Source: an optimization exercise on an open RTL-to-GDS flow (aim: small area and a short achievable clock period). Production flows keep margins and buffers that such runs may drop.
Only simulation tests tie the RTL to the original design; equivalence was not proved.

==> inputs of indigo <==
Design processor, start of the top module:
module processor(clk, reset, imem_addr, instruction, dmem_addr, dmem_wdata, dmem_we, dmem_rdata);
    input clk, reset;
    output [4:0] imem_addr;        
    input  [31:0] instruction;     
    output [7:0] dmem_addr;        
    output [31:0] dmem_wdata;      
    output dmem_we;                
    input  [31:0] dmem_rdata;      
    wire [6:0] opcode = instruction[6:0];
    wire [4:0] rd     = instruction[11:7];
    wire [2:0] f3     = instruction[14:12];
    wire [4:0] rs1    = instruction[19:15];
    wire [4:0] rs2    = instruction[24:20];
    wire [6:0] f7     = instruction[31:25];
    wire is_r    = opcode == 7'b0110011;
    wire is_addi = opcode == 7'b0010011;
    wire is_lw   = opcode == 7'b0000011;
    wire is_sw   = opcode == 7'b0100011;
    wire is_beq  = opcode == 7'b1100011;
    reg  [4:0] pc;
    wire [31:0] r1, r2;
    wire [4:0] pc_plus1 = pc + 5'd1;
    wire [4:0] pc_branch = pc_plus1 + {instruction[11:8], 1'b0};
    wire taken = is_beq & (r1 == r2);
    always @(posedge clk or posedge reset) begin
        if (reset)
            pc <= 5'd0;
        else
  ...
export LEC_CHECK = 0
export CAP_MARGIN = 20
export CORE_MARGIN = 2
export CORE_UTILIZATION = 45
export CTS_CLUSTER_DIAMETER = 100
export CTS_CLUSTER_SIZE = 20
export PLACE_DENSITY = 0.8
export SLEW_MARGIN = 20
export SYNTH_HIERARCHICAL = 1
create_clock -name core_clock -period 150.0 [get_ports {clk}]
run.sh (not shown) runs the stock make flow with config.mk's settings and CLKGATE_MAP_FILE= SYNTH_SCRIPT=/design/flow/synth_recipe.tcl, a recipe that flattens the netlist after the stock synthesis.
==> inputs of garnet, as changes to indigo <==
--- a/flow/design.v
+++ b/flow/design.v
@@ -1,50 +1,32 @@
-module md_start (input [31:0] a, input [31:0] b, input [31:0] m, input is_mul,
-                 output [31:0] r_out, output [31:0] y, output [18:0] qhi);
-    assign y = is_mul ? a : ~b;             
+module muldiv (input [31:0] a, input [31:0] b, input is_mul,
+               output [31:0] prod, output [31:0] quot);
+    wire [31:0] y = is_mul ? a : ~b;        
     wire cin = ~is_mul;                     
-    wire [31:0] r [13:32];
+    wire [31:0] r [0:32];
     assign r[32] = is_mul ? 32'b0 : a;
     genvar i;
-    generate for (i = 31; i >= 13; i = i - 1) begin : step
-        localparam W = 32 - i;
-        wire hi_nz = |b[31:32-i];
-        wire [W-1:0] rn;
-        md_step #(.W(W)) st (.x(r[i+1][31:i]), .y(y[W-1:0]), .cin(cin), .hi_nz(hi_nz),
-                             .is_mul(is_mul), .mb(m[i]), .q(qhi[i-13]), .xn(rn));
-        assign r[i] = {rn, r[i+1][i-1:0]};
-    end endgenerate
-    assign r_out = r[13];
-endmodule
-module md_finish (input [31:0] r_in, input [31:0] y, input is_mul, input [12:0] mlo,
-                  input [18:0] qhi, output [31:0] prod, output [31:0] quot);
-    wire [31:0] b = ~y;                     
-    wire cin = ~is_mul;
-    wire [31:0] r [0:13];
-    assign r[13] = r_in;
-    genvar i;
-    generate for (i = 12; i >= 0; i = i - 1) begin : step
+    generate for (i = 31; i >= 0; i = i - 1) begin : step
         localparam W = 32 - i;
         wire hi_nz;
         wire [W-1:0] rn;
         if (i == 0) begin : h0
             assign hi_nz = 1'b0;
         end else begin : h1
             assign hi_nz = |b[31:32-i];
         end
         md_step #(.W(W)) st (.x(r[i+1][31:i]), .y(y[W-1:0]), .cin(cin), .hi_nz(hi_nz),
-                             .is_mul(is_mul), .mb(mlo[i]), .q(quot[i]), .xn(rn));
+                             .is_mul(is_mul), .mb(b[i]), .q(quot[i]), .xn(rn));
         if (i == 0) begin : r0
             assign r[i] = rn;
         end else begin : r1
             assign r[i] = {rn, r[i+1][i-1:0]};
         end
     end endgenerate
-    assign quot[31:13] = qhi;
     assign prod = r[0];
 endmodule
 module md_step #(parameter W = 32) (input [W-1:0] x, input [W-1:0] y, input cin, input hi_nz,
                                     input is_mul, input mb, output q, output [W-1:0] xn);
     wire [W:0] s = {1'b0, x} + {1'b0, y} + {{W{1'b0}}, cin};
     wire take = is_mul ? mb : (~hi_nz & s[W]);
     assign q = take;
     assign xn = take ? s[W-1:0] : x;
@@ -106,30 +88,39 @@
     input  [31:0] b,         
     input  [31:0] imm,       
     input         use_imm,   
     input         op_add,    
     input         op_sub,    
     input         op_and,
     input         op_or,
     input         op_sltu,
+    input         op_sll,
+    input         op_mul,
     input         op_not,
     input         op_mov,
+    input         op_div,
     output [31:0] result
 );
     wire        subtract = op_sub | op_sltu;
     wire [31:0] bop = use_imm ? imm : b;
     wire [32:0] sum = {1'b0, a} + {1'b0, subtract ? ~b : bop} + {32'b0, subtract};
     wire        ltu = ~sum[32];
+    wire [31:0] shl = (|b[31:5]) ? 32'b0 : (a << b[4:0]);
+    wire [31:0] prod, quot;
+    muldiv md1 (.a(a), .b(b), .is_mul(op_mul), .prod(prod), .quot(quot));
     assign result = ({32{op_add | op_sub}} & sum[31:0])
                   | ({32{op_and}}  & (a & b))
                   | ({32{op_or}}   & (a | b))
                   | ({32{op_sltu}} & {31'b0, ltu})
+                  | ({32{op_sll}}  & shl)
+                  | ({32{op_mul}}  & prod)
                   | ({32{op_not}}  & ~a)
-                  | ({32{op_mov}}  & b);
+                  | ({32{op_mov}}  & b)
+                  | ({32{op_div}}  & quot);
 endmodule
 module processor(clk, reset, imem_addr, instruction, dmem_addr, dmem_wdata, dmem_we, dmem_rdata);
     input clk, reset;
     output [4:0] imem_addr;        
     input  [31:0] instruction;     
     output [7:0] dmem_addr;        
     output [31:0] dmem_wdata;      
     output dmem_we;                
@@ -169,59 +160,21 @@
     wire r_not  = is_r & f7_1 & (f3 == 3'b000);
     wire r_mov  = is_r & f7_1 & (f3 == 3'b001);
     wire r_div  = is_r & f7_1 & (f3 == 3'b010);
     wire r_add  = ~(r_sub | r_and | r_or | r_sltu | r_sll | r_mul | r_not | r_mov | r_div);
     wire [31:0] immI = {{20{instruction[31]}}, instruction[31:20]};
     wire [31:0] alu_out;
     alu alu1 (.a(r1), .b(r2), .imm(immI), .use_imm(is_addi),
               .op_add(r_add), .op_sub(r_sub), .op_and(r_and), .op_or(r_or),
-              .op_sltu(r_sltu), .op_not(r_not), .op_mov(r_mov), .result(alu_out));
-    wire use_arr = r_mul | r_sll | r_div;
-    wire [31:0] pow2 = (|r2[31:5]) ? 32'b0 : (32'b1 << r2[4:0]);
-    wire [31:0] mfac = f3[0] ? r2 : pow2;
-    wire [31:0] st_r, st_y;
-    wire [18:0] st_q;
-    md_start mds (.a(r1), .b(r2), .m(mfac), .is_mul(f3[2]), .r_out(st_r), .y(st_y), .qhi(st_q));
-    reg  [31:0] p_r, p_y;
-    reg  [18:0] p_q;
-    reg  [12:0] p_m;
-    reg         p_mul;
-    reg  [4:0]  p_rd;
-    reg         p_valid;
-    always @(posedge clk) begin
-        if (use_arr) begin
-            p_r   <= st_r;
-            p_y   <= st_y;
-            p_q   <= st_q;
-            p_m   <= mfac[12:0];
-            p_mul <= f3[2];
-            p_rd  <= rd;
-        end
-    end
+              .op_sltu(r_sltu), .op_sll(r_sll), .op_mul(r_mul), .op_not(r_not),
+              .op_mov(r_mov), .op_div(r_div), .result(alu_out));
     wire reg_write = ~(is_sw | is_beq);
-    always @(posedge clk or posedge reset) begin
-        if (reset)
-            p_valid <= 1'b0;
-        else if (use_arr)
-            p_valid <= 1'b1;
-        else if (reg_write && rd == p_rd)
-            p_valid <= 1'b0;
-    end
-    wire [31:0] fin_prod, fin_quot;
-    md_finish mdf (.r_in(p_r), .y(p_y), .is_mul(p_mul), .mlo(p_m), .qhi(p_q),
-                   .prod(fin_prod), .quot(fin_quot));
-    wire [31:0] p_res = p_mul ? fin_prod : fin_quot;
-    wire [31:0] rf1, rf2;
-    assign r1 = (p_valid && rs1 == p_rd) ? p_res : rf1;
-    assign r2 = (p_valid && rs2 == p_rd) ? p_res : rf2;
-    wire        we    = use_arr ? p_valid : reg_write;
-    wire [4:0]  waddr = use_arr ? p_rd : rd;
-    wire [31:0] wdata = use_arr ? p_res : (is_lw ? dmem_rdata : alu_out);
+    wire [31:0] wdata = is_lw ? dmem_rdata : alu_out;
     registerFile register_file1 (.clk(clk), .reset(reset),
         .read_addr_1(rs1), .read_addr_2(rs2),
-        .write_addr(waddr), .write_data(wdata), .reg_write(we),
-        .read_data_1(rf1), .read_data_2(rf2));
+        .write_addr(rd), .write_data(wdata), .reg_write(reg_write),
+        .read_data_1(r1), .read_data_2(r2));
     wire [7:0] imm_lo = is_sw ? {instruction[27:25], instruction[11:7]} : instruction[27:20];
     assign dmem_addr  = r1[7:0] + imm_lo;
     assign dmem_wdata = r2;
     assign dmem_we    = is_sw & ~reset;
 endmodule
==> flow/config.mk (replaced) <==
export PLATFORM = sky130hd
export DESIGN_NAME = processor
export DESIGN_NICKNAME = processor
export VERILOG_FILES = /design/flow/design.v
export SDC_FILE = /design/flow/constraint.sdc
export NUM_CORES = 4
export LEC_CHECK = 0
export CAP_MARGIN = 20
export CORE_MARGIN = 2
export CORE_UTILIZATION = 35
export SLEW_MARGIN = 20
export SYNTH_HIERARCHICAL = 1
==> inputs of sierra, as changes to indigo <==
--- a/flow/design.v
+++ b/flow/design.v
@@ -1,50 +1,32 @@
-module md_start (input [31:0] a, input [31:0] b, input [31:0] m, input is_mul,
-                 output [31:0] r_out, output [31:0] y, output [18:0] qhi);
-    assign y = is_mul ? a : ~b;             
+module muldiv (input [31:0] a, input [31:0] b, input [31:0] m, input is_mul,
+               output [31:0] prod, output [31:0] quot);
+    wire [31:0] y = is_mul ? a : ~b;        
     wire cin = ~is_mul;                     
-    wire [31:0] r [13:32];
+    wire [31:0] r [0:32];
     assign r[32] = is_mul ? 32'b0 : a;
     genvar i;
-    generate for (i = 31; i >= 13; i = i - 1) begin : step
-        localparam W = 32 - i;
-        wire hi_nz = |b[31:32-i];
-        wire [W-1:0] rn;
-        md_step #(.W(W)) st (.x(r[i+1][31:i]), .y(y[W-1:0]), .cin(cin), .hi_nz(hi_nz),
-                             .is_mul(is_mul), .mb(m[i]), .q(qhi[i-13]), .xn(rn));
-        assign r[i] = {rn, r[i+1][i-1:0]};
-    end endgenerate
-    assign r_out = r[13];
-endmodule
-module md_finish (input [31:0] r_in, input [31:0] y, input is_mul, input [12:0] mlo,
-                  input [18:0] qhi, output [31:0] prod, output [31:0] quot);
-    wire [31:0] b = ~y;                     
-    wire cin = ~is_mul;
-    wire [31:0] r [0:13];
-    assign r[13] = r_in;
-    genvar i;
-    generate for (i = 12; i >= 0; i = i - 1) begin : step
+    generate for (i = 31; i >= 0; i = i - 1) begin : step
         localparam W = 32 - i;
         wire hi_nz;
         wire [W-1:0] rn;
         if (i == 0) begin : h0
             assign hi_nz = 1'b0;
         end else begin : h1
             assign hi_nz = |b[31:32-i];
         end
         md_step #(.W(W)) st (.x(r[i+1][31:i]), .y(y[W-1:0]), .cin(cin), .hi_nz(hi_nz),
-                             .is_mul(is_mul), .mb(mlo[i]), .q(quot[i]), .xn(rn));
+                             .is_mul(is_mul), .mb(m[i]), .q(quot[i]), .xn(rn));
         if (i == 0) begin : r0
             assign r[i] = rn;
         end else begin : r1
             assign r[i] = {rn, r[i+1][i-1:0]};
         end
     end endgenerate
-    assign quot[31:13] = qhi;
     assign prod = r[0];
 endmodule
 module md_step #(parameter W = 32) (input [W-1:0] x, input [W-1:0] y, input cin, input hi_nz,
                                     input is_mul, input mb, output q, output [W-1:0] xn);
     wire [W:0] s = {1'b0, x} + {1'b0, y} + {{W{1'b0}}, cin};
     wire take = is_mul ? mb : (~hi_nz & s[W]);
     assign q = take;
     assign xn = take ? s[W-1:0] : x;
@@ -170,58 +152,25 @@
     wire r_mov  = is_r & f7_1 & (f3 == 3'b001);
     wire r_div  = is_r & f7_1 & (f3 == 3'b010);
     wire r_add  = ~(r_sub | r_and | r_or | r_sltu | r_sll | r_mul | r_not | r_mov | r_div);
     wire [31:0] immI = {{20{instruction[31]}}, instruction[31:20]};
     wire [31:0] alu_out;
     alu alu1 (.a(r1), .b(r2), .imm(immI), .use_imm(is_addi),
               .op_add(r_add), .op_sub(r_sub), .op_and(r_and), .op_or(r_or),
               .op_sltu(r_sltu), .op_not(r_not), .op_mov(r_mov), .result(alu_out));
-    wire use_arr = r_mul | r_sll | r_div;
     wire [31:0] pow2 = (|r2[31:5]) ? 32'b0 : (32'b1 << r2[4:0]);
     wire [31:0] mfac = f3[0] ? r2 : pow2;
-    wire [31:0] st_r, st_y;
-    wire [18:0] st_q;
-    md_start mds (.a(r1), .b(r2), .m(mfac), .is_mul(f3[2]), .r_out(st_r), .y(st_y), .qhi(st_q));
-    reg  [31:0] p_r, p_y;
-    reg  [18:0] p_q;
-    reg  [12:0] p_m;
-    reg         p_mul;
-    reg  [4:0]  p_rd;
-    reg         p_valid;
-    always @(posedge clk) begin
-        if (use_arr) begin
-            p_r   <= st_r;
-            p_y   <= st_y;
-            p_q   <= st_q;
-            p_m   <= mfac[12:0];
-            p_mul <= f3[2];
-            p_rd  <= rd;
-        end
-    end
+    wire [31:0] prod, quot;
+    muldiv md1 (.a(r1), .b(r2), .m(mfac), .is_mul(f3[2]), .prod(prod), .quot(quot));
+    wire use_arr = r_mul | r_sll | r_div;
+    wire [31:0] arr_out = f3[2] ? prod : quot;
     wire reg_write = ~(is_sw | is_beq);
-    always @(posedge clk or posedge reset) begin
-        if (reset)
-            p_valid <= 1'b0;
-        else if (use_arr)
-            p_valid <= 1'b1;
-        else if (reg_write && rd == p_rd)
-            p_valid <= 1'b0;
-    end
-    wire [31:0] fin_prod, fin_quot;
-    md_finish mdf (.r_in(p_r), .y(p_y), .is_mul(p_mul), .mlo(p_m), .qhi(p_q),
-                   .prod(fin_prod), .quot(fin_quot));
-    wire [31:0] p_res = p_mul ? fin_prod : fin_quot;
-    wire [31:0] rf1, rf2;
-    assign r1 = (p_valid && rs1 == p_rd) ? p_res : rf1;
-    assign r2 = (p_valid && rs2 == p_rd) ? p_res : rf2;
-    wire        we    = use_arr ? p_valid : reg_write;
-    wire [4:0]  waddr = use_arr ? p_rd : rd;
-    wire [31:0] wdata = use_arr ? p_res : (is_lw ? dmem_rdata : alu_out);
+    wire [31:0] wdata = use_arr ? arr_out : (is_lw ? dmem_rdata : alu_out);
     registerFile register_file1 (.clk(clk), .reset(reset),
         .read_addr_1(rs1), .read_addr_2(rs2),
-        .write_addr(waddr), .write_data(wdata), .reg_write(we),
-        .read_data_1(rf1), .read_data_2(rf2));
+        .write_addr(rd), .write_data(wdata), .reg_write(reg_write),
+        .read_data_1(r1), .read_data_2(r2));
     wire [7:0] imm_lo = is_sw ? {instruction[27:25], instruction[11:7]} : instruction[27:20];
     assign dmem_addr  = r1[7:0] + imm_lo;
     assign dmem_wdata = r2;
     assign dmem_we    = is_sw & ~reset;
 endmodule
==> comparison <==
- Synthesized cell count: indigo > garnet > sierra.
- Cell area, highest first: indigo, garnet, sierra.
- Utilization: garnet < indigo < sierra.
- Against garnet, the count of clock-buffer cells in the layout of indigo is lower by 38.
- In garnet the sequential share of layout area is lower than in indigo, by 2.8 points.
- In garnet the global-route usage is lower than in sierra, by 4.5 points.
- The highest register-to-register slack belongs to indigo, the lowest to sierra.
==> figures <==
|  | garnet | indigo | sierra |
|---|---|---|---|
| Status | no timing/DRC/antenna violations | no timing/DRC/antenna violations | no timing/DRC/antenna violations |
| Min Clock Period, post-route | 102.13 ns | 69.94 ns | 102.49 ns |
| Clock Sinks | 1061 | 1164 | 1061 |
| Placeable core region | 245000 sq um | 199000 sq um | 188000 sq um |
| Post-route fraction of the period consumed by the critical path | 68.1% | 46.6% | 68.3% |
| Met3 track demand over resource in global routing | 5.66% | 7.05% | 9.38% |
| Seq area share | 33.1% | 35.9% | 34.3% |
| Endpoint of the most critical setup path | register_file1.regs[23][20] | p_r[30] | register_file1.regs[22][18] |
| First-pass GRT wire length | 513 mm | 483 mm | 469 mm |
| Initial antenna violation count | 36 | 29 | 31 |
| Startpoint types | input pin | flop | input pin |
| Register area share after synthesis | 36.7% | 38.6% | 37.1% |
| Total GRT Usage | 27.5% | 31.0% | 32.0% |
| FF-to-FF End | register_file1.regs[23][20] | p_r[30] | register_file1.regs[22][18] |
| XOR/XNOR Fraction of Synth Area | 4.54% | 4.61% | 4.63% |

## separate check: timing with driven ports
The results above use ideal ports. As a check the final layouts listed here were re-extracted and re-timed, cells and wires unchanged. Step 1 (the two cells are an assumption about what drives the block):
set clk [get_ports {clk}]
set_driving_cell -lib_cell sky130_fd_sc_hd__clkbuf_16 $clk
set_driving_cell -lib_cell sky130_fd_sc_hd__buf_2 [delete_from_list [all_inputs] $clk]
Step 2, shift: input delay + t, output delay - t, t = (earliest + latest rising clock arrival at the registers) / 2. This alone moves slack from input paths to output paths. a / b / c = ideal / step 1 / step 2; a / b = the first two.
run	shift t [ns]	slack for setup (ns)	cell pins on the clock port's net
indigo	0.785	80.056 / 80.056 / 80.056	1
garnet	0.765	47.873 / 47.850 / 47.085	1
sierra	0.738	47.512 / 47.256 / 46.518	1
After both steps setup and hold are still met in every run listed. The setup slack of sierra, which loses most, moves by -0.256 ns with the drivers and by -0.994 ns with both steps.
